What follows belongs to an exercise in optimizing a design on an open flow for small area; a production flow would make more cautious choices. Only simulation tests tie the RTL to the original design; equivalence was not proved. The clock cells of this run come from the design's own scripts or RTL, not from TritonCTS. The flow treats the clock pin as an ideal source. Dropping or thinning the clock tree relies on that and would not hold on a real chip. Power figures rest on the tool's default switching activity, not on a simulated workload.

## config.mk

```make
export PLATFORM = sky130hd
export DESIGN_NAME = cmd_ctrl_top
export DESIGN_NICKNAME = cmd_ctrl_top
export VERILOG_FILES = /design/flow/design.v
export SDC_FILE = /design/flow/constraint.sdc
export NUM_CORES = 4
export LEC_CHECK = 0
export CAP_MARGIN = 20
export CORE_MARGIN = 2
export CORE_UTILIZATION = 40
export SLEW_MARGIN = 20
```

## constraint.sdc

```tcl
create_clock -name core_clock -period 20.0 [get_ports {i_clk}]
set_input_delay 4.0000 -clock core_clock [delete_from_list [all_inputs] [get_ports {i_clk}]]
set_output_delay 4.0000 -clock core_clock [all_outputs]
set_load 0.01 [all_outputs]
```

## design.v

```verilog
module cmd_ctrl_top #(
    parameter       p_clk_freq  = 50000000,
    parameter       p_baud_freq = 115200
) (
    input           i_clk,
    input           i_rst,
    output          o_tx,
    input           i_rx
);
localparam [8:0] L_TICK  = 9'b111010101;
localparam [8:0] L_START = 9'b010000010;
reg  [8:0] rxp;
reg  [3:0] rxs;
reg  [7:0] rxd;
wire       rx_idle = (rxs[3:1] == 3'b001);      
wire       rx_tick = (rxp == L_TICK);
wire       rx_done = (rxs == 4'd2);
wire       freeze;
always @(posedge i_clk) begin
    if (~i_rst | (i_rx & rx_idle))
        rxp <= L_START;
    else
        rxp <= {rxp[7:0], ~(rxp[8] ^ rxp[4] ^ rx_tick)};
end
always @(posedge i_clk) begin
    if (~i_rst)
        rxs <= 4'd3;
    else if (rx_tick | rx_done) case (rxs)
        4'd3:  rxs <= 4'd8;
        4'd8:  rxs <= 4'd9;
        4'd9:  rxs <= 4'd10;
        4'd10: rxs <= 4'd11;
        4'd11: rxs <= 4'd12;
        4'd12: rxs <= 4'd13;
        4'd13: rxs <= 4'd14;
        4'd14: rxs <= 4'd15;
        4'd15: rxs <= 4'd0;
        4'd0:  rxs <= 4'd1;
        4'd1:  rxs <= 4'd2;
        default: rxs <= 4'd3;
    endcase
end
always @(posedge i_clk) begin
    if (rx_tick & rxs[3] & ~freeze)
        rxd <= {i_rx, rxd[7:1]};
end
wire [3:0] lo = rxd[3:0];
wire       is_dig = (rxd[7:4] == 4'h3) & ~(lo[3] & (lo[2] | lo[1]));
wire       is_let = (rxd[7:4] == 4'h4) & ~lo[3] & (lo[2:0] != 3'b000) & (lo[2:0] != 3'b111);
wire [3:0] rx_hex = is_dig ? (lo[3] ? {1'b1, lo[0], lo[0], lo[0]} : lo) :
                    is_let ? {1'b1, lo[2:0]} : 4'b1110;
reg  [8:0] txp;
wire       tx_tick = (txp == L_TICK);
always @(posedge i_clk or negedge i_rst) begin
    if (~i_rst)
        txp <= L_START;
    else
        txp <= {txp[7:0], ~(txp[8] ^ txp[4] ^ tx_tick)};
end
localparam [2:0] I_C = 3'd0, I_CR = 3'd1, I_G = 3'd2, I_L = 3'd3,
                 I_LF = 3'd4, I_X = 3'd5, I_D2 = 3'd6, I_H = 3'd7;
localparam [3:0] P_REQ = 4'd4, P_OTHER = 4'd3;
localparam [6:0]
    S_CMD  = {I_C,  P_OTHER},
    S_D0   = {I_G,  P_OTHER},
    S_PROC = {I_L,  P_OTHER},
    S_R0   = {I_CR, P_OTHER},
    S_IDLE = {I_X,  P_OTHER},
    S_D2   = {I_D2, P_OTHER},
    S_D1   = {I_H,  P_OTHER};
reg  [6:0] st;
reg        ca;       
reg        cb;       
reg  [7:0] r_reg;
reg  [3:0] pb_hi;    
wire [2:0] idx = st[6:4];
wire [3:0] ph  = st[3:0];
wire [7:0] ch;
wire       par;
always @(posedge i_clk) begin
    if (~i_rst)
        st <= S_IDLE;
    else case (ph)
        4'd4:  st <= {idx, 4'd5};
        4'd5:  st <= {idx, 4'd6};
        4'd6:  if (tx_tick) st <= {idx, 4'd7};
        4'd7:  if (tx_tick) st <= {idx, 4'd8};
        4'd8:  if (tx_tick) st <= {idx, 4'd9};
        4'd9:  if (tx_tick) st <= {idx, 4'd10};
        4'd10: if (tx_tick) st <= {idx, 4'd11};
        4'd11: if (tx_tick) st <= {idx, 4'd12};
        4'd12: if (tx_tick) st <= {idx, 4'd13};
        4'd13: if (tx_tick) st <= {idx, 4'd14};
        4'd14: if (tx_tick) st <= {idx, 4'd15};
        4'd15: if (tx_tick) st <= {idx, 4'd0};
        4'd0:  if (tx_tick) st <= {idx, 4'd1};
        4'd1:  if (tx_tick) st <= {idx, 4'd2};
        4'd2:  case (idx)
            I_C:     st <= ca ? S_D2 : S_D0;
            I_G:     st <= S_PROC;
            I_L:     st <= {I_H, P_REQ};
            I_H:     st <= S_R0;
            I_CR:    st <= {I_LF, P_REQ};
            default: st <= S_IDLE;
        endcase
        default: case (idx)
            I_X:     if (rx_done) st <= S_CMD;
            I_C:     st <= (ca | cb) ? {I_C, P_REQ} : S_D0;
            I_D2:    if (rx_done) st <= S_D1;
            I_H:     if (rx_done) st <= S_D0;
            I_G:     st <= cb ? {I_G, P_REQ} : S_PROC;
            I_L:     st <= cb ? {I_L, P_REQ} : S_R0;
            I_CR:    st <= (ca | cb) ? {I_CR, P_REQ} : S_IDLE;
            default: st <= S_IDLE;
        endcase
    endcase
end
always @(posedge i_clk) begin
    if (st == S_IDLE) begin
        ca <= (rxd == 8'h70) | (rxd == 8'h77);
        cb <= (rxd == 8'h70) | (rxd == 8'h72);
    end
end
always @(posedge i_clk) begin
    if (~i_rst)
        r_reg <= 8'd0;
    else if (((st == S_D2) | (st == S_D1)) & rx_done & ~cb)
        r_reg <= {r_reg[3:0], rx_hex};
end
always @(posedge i_clk) begin
    if ((st == S_D2) & rx_done)
        pb_hi <= rx_hex;
end
wire ping = ca & cb;
assign freeze = ping & (idx[2:1] == 2'b01);
wire [3:0] dig = ~idx[2] ? (ping ? rx_hex : r_reg[3:0])
                         : (ping ? pb_hi  : r_reg[7:4]);
wire       dl  = dig[3] & (dig[2:0] != 3'b000) & (dig[2:0] != 3'b111);
wire       d9  = (dig == 4'b1111);
wire [7:0] dig_ch = {1'b0, dl, ~dl, ~dl, dig[3] & ~dl, dig[2] & ~d9, dig[1] & ~d9, dig[0]};
reg        dig_par;
always @(*) begin
    case (dig)
        4'b0000, 4'b0011, 4'b0101, 4'b0110, 4'b1111,
        4'b1001, 4'b1010, 4'b1100: dig_par = 1'b0;
        default:                   dig_par = 1'b1;
    endcase
end
wire       tx_dig = idx[1] & idx[0];                      
wire       c45    = ~(idx[0] | idx[2]);                    
assign ch  = tx_dig ? dig_ch
                    : {1'b0, 1'b0, c45, c45, 1'b1, idx[0] | idx[1], ~idx[0], idx[0] & ~idx[1]};
assign par = tx_dig ? dig_par : (idx[0] | idx[1]);
wire tx_out = ph[3]       ? ch[ph[2:0]] :
              (ph == 4'd7) ? 1'b0 :
              (ph == 4'd0) ? par :
                             1'b1;
wire waiting = (ph != 4'd3) & (ph != 4'd4) & (ph != 4'd5);
wire lb = ~(waiting | ((idx == I_L) & (ph != 4'd3)) | ((st == S_R0) & ~cb));
assign o_tx = (lb | ~i_rst) ? i_rx : tx_out;    
endmodule
```

## flow/run.sh

```bash
#!/bin/bash
# Standard layout, except that synthesis maps the logic with an area-oriented
# ABC script (flow/area.abc) in place of ORFS's speed script, and leaves
# half/full adders to ABC (no extract_fa pass). Registers, their names and
# cell types are those of the standard synthesis. The port buffers are buf_1,
# and the clock tree is three clkbuf_8 fed by the clock port (flow/cts_single.tcl).
set -euo pipefail
W=$(pwd)
sed -e "s#SYNTH_SCRIPT=[^ ]*#SYNTH_SCRIPT=$W/flow/synth_wrap.tcl#" \
    -e "s#CLKGATE_MAP_FILE= #CLKGATE_MAP_FILE= ADDER_MAP_FILE= #" standard.sh > run_standard.sh
grep -q "ADDER_MAP_FILE= " run_standard.sh
grep -q "synth_wrap.tcl" run_standard.sh
export PRE_CTS_TCL="$W/flow/cts_single.tcl"
export FLOW_CLOCK_NET=i_clk
export FLOW_CLOCK_GROUPS=3
export FLOW_CLOCK_BUF=sky130_fd_sc_hd__clkbuf_8
export BUFFER_PORTS_ARGS="-inputs -outputs -buffer_cell sky130_fd_sc_hd__buf_1"
export FLOW_ABC_SCRIPT="$W/flow/area.abc"
export FLOW_SYNTH_TCL="$W/synth_recipe.tcl"
bash run_standard.sh > "$W/make_flow.log" 2>&1
```

## flow/area.abc

```
&get -n
&st
&deepsyn -T 20
&dch -f
&nf -R 1000
&put
```

## flow/cts_single.tcl

```tcl
# Sourced before ORFS's CTS step (PRE_CTS_TCL). Replaces the clock tree
# synthesis command: the registers are split by x position into
# FLOW_CLOCK_GROUPS groups of equal size, and one FLOW_CLOCK_BUF placed at
# the centre of each group drives its clock pins from the clock port's net.
# Detailed placement legalizes the buffers afterwards.
proc clock_tree_synthesis { args } {
  set block [ord::get_db_block]
  set dbu [$block getDbUnitsPerMicron]
  set net [$block findNet $::env(FLOW_CLOCK_NET)]
  set sinks {}
  foreach iterm [$net getITerms] {
    set inst [$iterm getInst]
    set box [$inst getBBox]
    set x [expr { ([$box xMin] + [$box xMax]) / 2.0 / $dbu }]
    set y [expr { ([$box yMin] + [$box yMax]) / 2.0 / $dbu }]
    lappend sinks [list $x $y "[$inst getName]/[[$iterm getMTerm] getName]"]
  }
  set sinks [lsort -real -index 0 $sinks]
  set n [llength $sinks]
  set groups $::env(FLOW_CLOCK_GROUPS)
  for { set g 0 } { $g < $groups } { incr g } {
    set lo [expr { $g * $n / $groups }]
    set hi [expr { ($g + 1) * $n / $groups - 1 }]
    set sx 0
    set sy 0
    set pins {}
    foreach s [lrange $sinks $lo $hi] {
      set sx [expr { $sx + [lindex $s 0] }]
      set sy [expr { $sy + [lindex $s 1] }]
      lappend pins [get_pins [lindex $s 2]]
    }
    set m [expr { $hi - $lo + 1 }]
    set x [expr { $sx / $m }]
    set y [expr { $sy / $m }]
    puts "clock buffer $g for $m clock pins at ($x, $y)"
    insert_buffer -buffer_cell $::env(FLOW_CLOCK_BUF) -net $::env(FLOW_CLOCK_NET) \
      -load_pins $pins -location [list $x $y] \
      -buffer_name clkbuf_leaf_$g -net_name clk_leaf_$g
  }
}
```

## flow/synth_wrap.tcl

```tcl
# synth_recipe.tcl with the final technology mapping's ABC script replaced.
proc abc {args} {
  set i [lsearch -exact $args -script]
  if { $i >= 0 } {
    set args [lreplace $args $i [expr { $i + 1 }]]
  }
  yosys abc -script $::env(FLOW_ABC_SCRIPT) {*}$args
}
source $::env(FLOW_SYNTH_TCL)
```

## standard.sh

```bash
#!/bin/bash
# synth_recipe.tcl (not shown) runs the flow's synth.tcl, then flattens the netlist and writes it again
# the make line also repeats each setting of config.mk as NAME=value (left out here)
make -C /OpenROAD-flow-scripts/flow DESIGN_CONFIG=/design/flow/config.mk WORK_HOME=/design/flow/orfs CLKGATE_MAP_FILE= SYNTH_SCRIPT=/design/flow/synth_recipe.tcl "${@:-finish}"
```

==> impl_metrics.env <==
export IMPL_coreArea_um2=5140
export IMPL_finalCriticalPeriod_ns=9.13
export IMPL_cpPeakStageDelay_ns=0.53
export IMPL_grt_max_degree=21
export IMPL_mostFrequentLayoutCells="28 x dfxtp_1, 24 x nand2_1, 15 x a21oi_1, 14 x o21ai_0, 14 x edfxtp_1"
export IMPL_dr_pass1_iters=4
export IMPL_detail_route_antenna_nets=0
export IMPL_drt_wl_total_um=3680
export IMPL_grt_pass1_vias=1464
export IMPL_vias_per_cell=5.31
export IMPL_dieArea_um2=5950
export IMPL_drc=0
export IMPL_ioPinCount=4
export IMPL_drive_gt1_frac=0.0225
export IMPL_start_util=0.417
export IMPL_placed_area_um2=2240
export IMPL_reg_top3="rxp (9), txp (9)"
export IMPL_dp_hpwl_um=2680
export IMPL_nNetsFinal=227
export IMPL_critical_path_max_fanout=16
export IMPL_worstSetupPathType="in2out"
export IMPL_power_frac_clock=0.175
export IMPL_cap_violations=0
export IMPL_io_buffers=3
export IMPL_swShare=0.315
export IMPL_antenna_found_initial=0
export IMPL_yosys_warnings=1
export IMPL_routed_wire_length_per_instance_um=12.6
export IMPL_crit_arrival_ns=5.13
export IMPL_dp_cells=289
export IMPL_tns_ns=0
export IMPL_path_clk_slew_ns=0.10
export IMPL_synth_seq_area_share=0.565
export IMPL_die_width_um=77.2
export IMPL_cts_hold_buf=0
export IMPL_gp_congestion=0.792
export IMPL_start_kind="input port"
export IMPL_clock_fmax_mhz=109
export IMPL_nFillCells=516
export IMPL_clock_skew_ns=0.00810
export IMPL_ys_seq_elements=51
export IMPL_grt_ovfl_total=0
export IMPL_fin_area_um2=2280
export IMPL_fp_dieH_um=77.2
export IMPL_setup_viol_count_final=0
export IMPL_seqPwrFrac=0.583
export IMPL_row_count=26
export IMPL_syn_num_nets=219
export IMPL_cp_end_kind="output pin"
export IMPL_vias=1551
export IMPL_power_mw=0.217
export IMPL_ys_types=41
export IMPL_p_sw_mw=0.0682
export IMPL_period_share=0.457
export IMPL_first_iter_violations=148
export IMPL_internal_power_mw=0.149
export IMPL_worst_slew_pin_slew_ns=0.939
export IMPL_slowest_stage="buf_1"
export IMPL_cts_resized=0
export IMPL_synthFlopType="dfxtp_1"
export IMPL_syn_inst=216
export IMPL_syn_area_per_cell_um2=9.91
export IMPL_cts_setup_buffers=0
export IMPL_leakage_nw=0.825
export IMPL_hold_class="reg2reg"
export IMPL_diodes=0
export IMPL_crit_path_cell_trace="buf_1 > nand3_1 > o31ai_1 > buf_1"
export IMPL_rsz0062_at_grt="no"
export IMPL_status="no timing/DRC/antenna violations"
export IMPL_timing_slew_headroom=0.358
export IMPL_hold_viol_final=0
export IMPL_synth_area_um2=2140
export IMPL_cpMostUsedCell="buf_1"
export IMPL_post_route_util=0.444
export IMPL_slew_viol_final=0
export IMPL_peakVddDrop_mv=0.0457
export IMPL_insertion_delay_ns=0.16
export IMPL_required_ns=16.00
export IMPL_area_growth_syn_to_layout_pct=6.55
export IMPL_synth_edf_count=14
export IMPL_track_usage=0.129
export IMPL_power_density_nw_per_um2=95.0
export IMPL_final_common_cell="dfxtp_1"
export IMPL_async_reset_ff_frac=0.176
export IMPL_grt_pass1_wl_um=6670
export IMPL_p_comb_frac=0.242
export IMPL_layout_cells_non_filler=292
logic make-up after synthesis:
logic type,after synthesis,share of synthesized area
buffers and inverters,10,0.0175
AO/OA/AOI/OAI,57,0.173
XOR/XNOR,5,0.0205
multiplexers,1,0.00526
AND/OR/NAND/NOR,92,0.219
flip-flops,51,0.565
power by group through the flow:
| stage | Clock, mW | Combinational [mW] | Sequential [mW] |
|---|---|---|---|
| floorplan | 0 | 0.0429 | 0.124 |
| global placement | 0 | 0.0522 | 0.128 |
| detailed placement | 0 | 0.0522 | 0.128 |
| CTS | 0.0291 | 0.0525 | 0.128 |
| global route | 0.0435 | 0.0608 | 0.128 |
| finish | 0.0378 | 0.0525 | 0.126 |
layer usage:
metal	global-route usage	share of wire	vias up
met5	0	0	-
met4	0.00893	0.0062	0
met3	0.00941	0.033	2
met2	0.205	0.42	20
met1	0.199	0.54	712
li1	-	-	817
final timing paths:
kind                       startpoint  endpoint  slack [ns]  cells after the start
max reg2reg                     st[1]  r_reg[5]       16.80                      8
min in group asynchronous       i_rst    txp[0]        3.85                      1
max in group asynchronous       i_rst    txp[5]       15.70                      1
min reg2reg                    txp[0]    txp[1]        0.39                      0
min                            txp[0]    txp[1]        0.39                      0
max                             i_rst      o_tx       10.87                      4
critical path, delay by kind of cell:
kind / cells / cell delay (ns)
compound gates: 1 / 0.26
buf+inv: 2 / 0.70
simple gates: 1 / 0.18
per-stage QoR:
stage / setup slack [ns] / hold WS (ns)
floorplan: 11.55 / 0.354
finish: 10.87 / 0.391
detailed placement: 10.82 / 0.365
global placement: 10.84 / 0.359
global route: 10.57 / 0.399
CTS: 10.80 / 0.368
Yosys cell counts (all sizes together), types with 3 or more instances:
cell type   n  area [um^2]
a22o        7         61.3
edfxtp     14          420
and2        6         37.5
o21ai      14         70.1
a31oi       4         25.0
dfxtp      28          561
a211oi      3         22.5
and3        5         31.3
nand2      24         90.1
clkinv     10         37.5
nor3b       3         22.5
nor3        9         45.0
nand3      12         60.1
nor4        4         25.0
nor2       13         48.8
nand2b      6         37.5
a21oi      15         75.1
dfrtp       7          175
xnor2       4         35.0
cell type report, without the clock buffers:
cell class	count	area [um^2]	share of cell area
Sequential cell	51	1210	0.530
Multi-Input combinational cell	155	895	0.392
Tap cell	70	87.6	0.0384
Inverter	10	37.5	0.0165
Timing Repair Buffer	3	11.3	0.00494

## separate check: timing with driven ports
The flow's constraints put no driver on any port. The routed layout listed below was extracted and timed again, unchanged, in two steps. Step 1 assumes that a clkbuf_16 drives the clock port and a buf_2 every other input. Step 2 moves the port delays by t, midway between the first and last clock arrival at a register: inputs arrive t later, outputs are due t later. That takes back most of the time a late clock gives input paths. Slacks: ideal ports / drivers / drivers and shift; pairs: ideal ports / drivers.
shift t [ns]: 0.198
setup WS [ns]: 10.865 / 10.837 / 10.837
clock arrival spread, ns: 0.008 / 0.008
worst register clock-pin slew, ns: 0.10 / 0.10
After both steps this run still meets setup and hold. For this run, drivers alone change the setup slack by -0.028 ns; drivers and shift together by -0.028 ns.
